This is an optimization exercise on Yosys and OpenROAD, whose aim is small area, not a production implementation.
Function was checked by simulation only, so behaviour that the tests miss may differ from the original.
No activity file was given, so power comes from the tool's default toggle rates.

run 5:
// ahb_system
module ahb_system (
    input          clk,
    input          rstn,
    input  [31:0]  m_addr_in,
    input  [2:0]   m_burst_in,
    input  [2:0]   m_size_in,
    input          m_sel_in,
    input          m_valid_in,
    input          m_write_in,
    input          m_delay_in,
    input          m_error_in,
    input  [31:0]  m_wdata_in,
    output         m_busy_out,
    output         m_error_out,
    output [31:0]  m_rdata_out,
    output         m_ready_out,
    output [31:0]  s0_addr_out,
    output [2:0]   s0_burst_out,
    output [2:0]   s0_size_out,
    output         s0_sel_out,
    output         s0_write_out,
    output [31:0]  s0_wdata_out,
    output         s0_error_out,
    input          s0_error_in,
    input  [31:0]  s0_rdata_in,
    input          s0_ready_in,
    output [31:0]  s1_addr_out,
    output [2:0]   s1_burst_out,
    output [2:0]   s1_size_out,
    output         s1_sel_out,
    output         s1_write_out,
    output [31:0]  s1_wdata_out,
    output         s1_error_out,
    input          s1_error_in,
    input  [31:0]  s1_rdata_in,
    input          s1_ready_in
);
==> flow/config.mk <==
export PLATFORM = sky130hd
export DESIGN_NAME = ahb_system
export DESIGN_NICKNAME = ahb_system
export VERILOG_FILES = /design/flow/design.v
export SDC_FILE = /design/flow/constraint.sdc
export NUM_CORES = 4
export LEC_CHECK = 0
export ABC_AREA = 1
export CAP_MARGIN = 20
export CORE_MARGIN = 2
export CORE_UTILIZATION = 70
export CTS_BUF_LIST = sky130_fd_sc_hd__clkbuf_4
export SLEW_MARGIN = 20
==> flow/constraint.sdc <==
create_clock -name core_clock -period 20.0 [get_ports {clk}]
set_input_delay 4.0000 -clock core_clock [delete_from_list [all_inputs] [get_ports {clk}]]
set_output_delay 4.0000 -clock core_clock [all_outputs]
set_load 0.01 [all_outputs]
standard.sh (not shown) runs the stock make flow with config.mk's settings and CLKGATE_MAP_FILE= SYNTH_SCRIPT=/design/flow/synth_recipe.tcl, a recipe that flattens the netlist after the stock synthesis.
==> flow/flow/run.sh <==
#!/bin/bash
# The standard layout (standard.sh, ORFS from synthesis to finish) with two
# changes to how the layout is made: every port still gets a buffer, but the
# smallest one (buf_1), and clock tree synthesis adds no dummy loads.
set -euo pipefail
export BUFFER_PORTS_ARGS="-buffer_cell sky130_fd_sc_hd__buf_1"
export CTS_ARGS="-sink_clustering_enable -repair_clock_nets -dont_use_dummy_load -buf_list sky130_fd_sc_hd__clkbuf_4"
bash standard.sh > standard.log 2>&1
diff inputs: run 5 => run 2
==> flow/run.sh (new file) <==
#!/bin/bash
# synth_recipe.tcl (not shown) runs the flow's synth.tcl, then flattens the netlist and writes it again
# the make line also repeats each setting of config.mk as NAME=value (left out here)
make -C /OpenROAD-flow-scripts/flow DESIGN_CONFIG=/design/flow/config.mk WORK_HOME=/design/flow/orfs CLKGATE_MAP_FILE= SYNTH_SCRIPT=/design/flow/synth_recipe.tcl finish
removed: flow/flow/run.sh
removed: flow/standard.sh
Findings:
Run 2 — sequential fraction of total cell area 4.2 points lower, run 5 as reference. Measured against run 5, the summed area of non-filler cells in the final layout of run 2 comes out at 1.11 times the reference value. Run 2 vs. run 5: count of clock-buffer cells in the layout rose 62, post-layout total power has increased, wire length of the first global-routing pass now larger. Top routing layer in use = met4: run 5; top routing layer in use = met5: run 2. Hold violation count in the final report delta (run 2 -> run 5): insignificant. Compared to run 5, run 2 has layout-stage area growth over the synthesis result 12 points higher. The share of power burned in the clock network number comes out higher for run 2 vs run 5. In the flow results for run 2 and run 5, the final setup slack of the worst path is larger on run 5. Net switching fraction of the power (run 2 over run 5): increase, 0.58 points.

========
Another version of the RTL of ahb_system (not shown whole).
Size: ~1,900 cells after synthesis, roughly 390 flip-flops, ~330 I/O pins, ~18,000 um^2 of cells after synthesis.
export LEC_CHECK = 0
export ABC_AREA = 1
export CAP_MARGIN = 20
export CORE_MARGIN = 2
export CORE_UTILIZATION = 55
export CTS_BUF_LIST = sky130_fd_sc_hd__clkbuf_4
export SLEW_MARGIN = 20
create_clock -name core_clock -period 20.0 [get_ports {clk}]
==> flow/flow/run.sh <==
#!/bin/bash
# The standard layout (standard.sh: ORFS from synthesis to finish) with
# three changes to how the layout is made:
#  - synthesis maps the logic for area (synth_area.tcl: no adder cells, an
#    area-only ABC script);
#  - every port still gets a buffer, but the smallest one (buf_1);
#  - clock tree synthesis uses clkbuf_4 in clusters of at most 8 sinks and
#    adds no dummy loads.
# make's full output goes to standard.log here; each ORFS step's log is under
# orfs/logs/.
set -euo pipefail
here=$(pwd)
export FLOW_SYNTH_TCL="$here/synth_recipe.tcl"
export AREA_ABC_SCRIPT="$here/flow/abc_area.script"
export BUFFER_PORTS_ARGS="-buffer_cell sky130_fd_sc_hd__buf_1"
export CTS_ARGS="-sink_clustering_enable -repair_clock_nets -dont_use_dummy_load -buf_list sky130_fd_sc_hd__clkbuf_4 -sink_clustering_size 8 -sink_clustering_max_diameter 50"
sed "s#SYNTH_SCRIPT=[^ ]*#SYNTH_SCRIPT=$here/flow/synth_area.tcl#" standard.sh > standard_area.sh
grep -q "SYNTH_SCRIPT=$here/flow/synth_area.tcl" standard_area.sh
bash standard_area.sh > standard.log 2>&1
==> flow/flow/abc_area.script <==
strash
&get -n
&st
&deepsyn -T 30
&put
dch -f
amap -m
strash
dch -f
amap -m
topo
==> flow/flow/synth_area.tcl <==
# The standard flow's synthesis script (synth_recipe.tcl) with two changes to how the
# logic is mapped: Yosys does not pull out half and full adders for the
# adder cells (extract_fa), and ABC maps all the logic with an area-only
# script (abc_area.script beside this file) in place of the ORFS script.
# Registers are mapped before either step, so they are the same as in the
# standard synthesis.
proc extract_fa {args} {
  puts "synth_area.tcl: extract_fa skipped"
}
proc abc {args} {
  set i [lsearch $args -script]
  set args [lreplace $args $i [expr {$i + 1}] -script $::env(AREA_ABC_SCRIPT)]
  yosys abc {*}$args
}
source $::env(FLOW_SYNTH_TCL)
The baseline went through all stages and came out clean.
Then changed:
==> flow/flow/abc_area.script (replaced) <==
strash
&get -n
&st
&deepsyn -T 30
&put
dch -f
amap -m
topo
CORE_UTILIZATION = 70   (was 55)
Effect: The changed run went through all stages and came out clean. Total power increases slightly. Hold slack gets better by 0.0097 ns. Critical path depth increases by 6. Cell area decreases slightly. Global-route usage increases by 11 points. Routed wire length increases by a little under a tenth. Via count increases by a few percent. Final cell count decreases by a few percent. Fmax decreases slightly. Combinational power increases slightly. Setup slack gets worse by 0.086 ns.

[port drivers added, routing unchanged]
The flow's constraints put no driver on any port. The routed layouts listed below were extracted and timed again, unchanged, in two steps. Step 1 assumes that a clkbuf_16 drives the clock port and a buf_2 every other input. Step 2 also shifts input and output timing later by t, the mid clock arrival at the registers, as if the neighbouring blocks saw the same clock. Three values: no drivers, after step 1, after step 2; two values: the first two.
run | shift t [ns] | setup WS [ns] | hold slack, ns | cell pins on the clock port's net
run 5 | 0.814 | 6.589 / 6.589 / 6.589 | 0.301 / 0.301 / 0.301 | 1
run 2 | 0.880 | 6.298 / 6.298 / 6.298 | 0.309 / 0.309 / 0.309 | 1
the first run of note 2 | 0.752 | 7.166 / 7.166 / 7.166 | 0.303 / 0.303 / 0.303 | 1
the second run of note 2 | 0.758 | 7.080 / 7.080 / 7.080 | 0.312 / 0.312 / 0.312 | 1
After both steps every run listed still meets setup and hold.
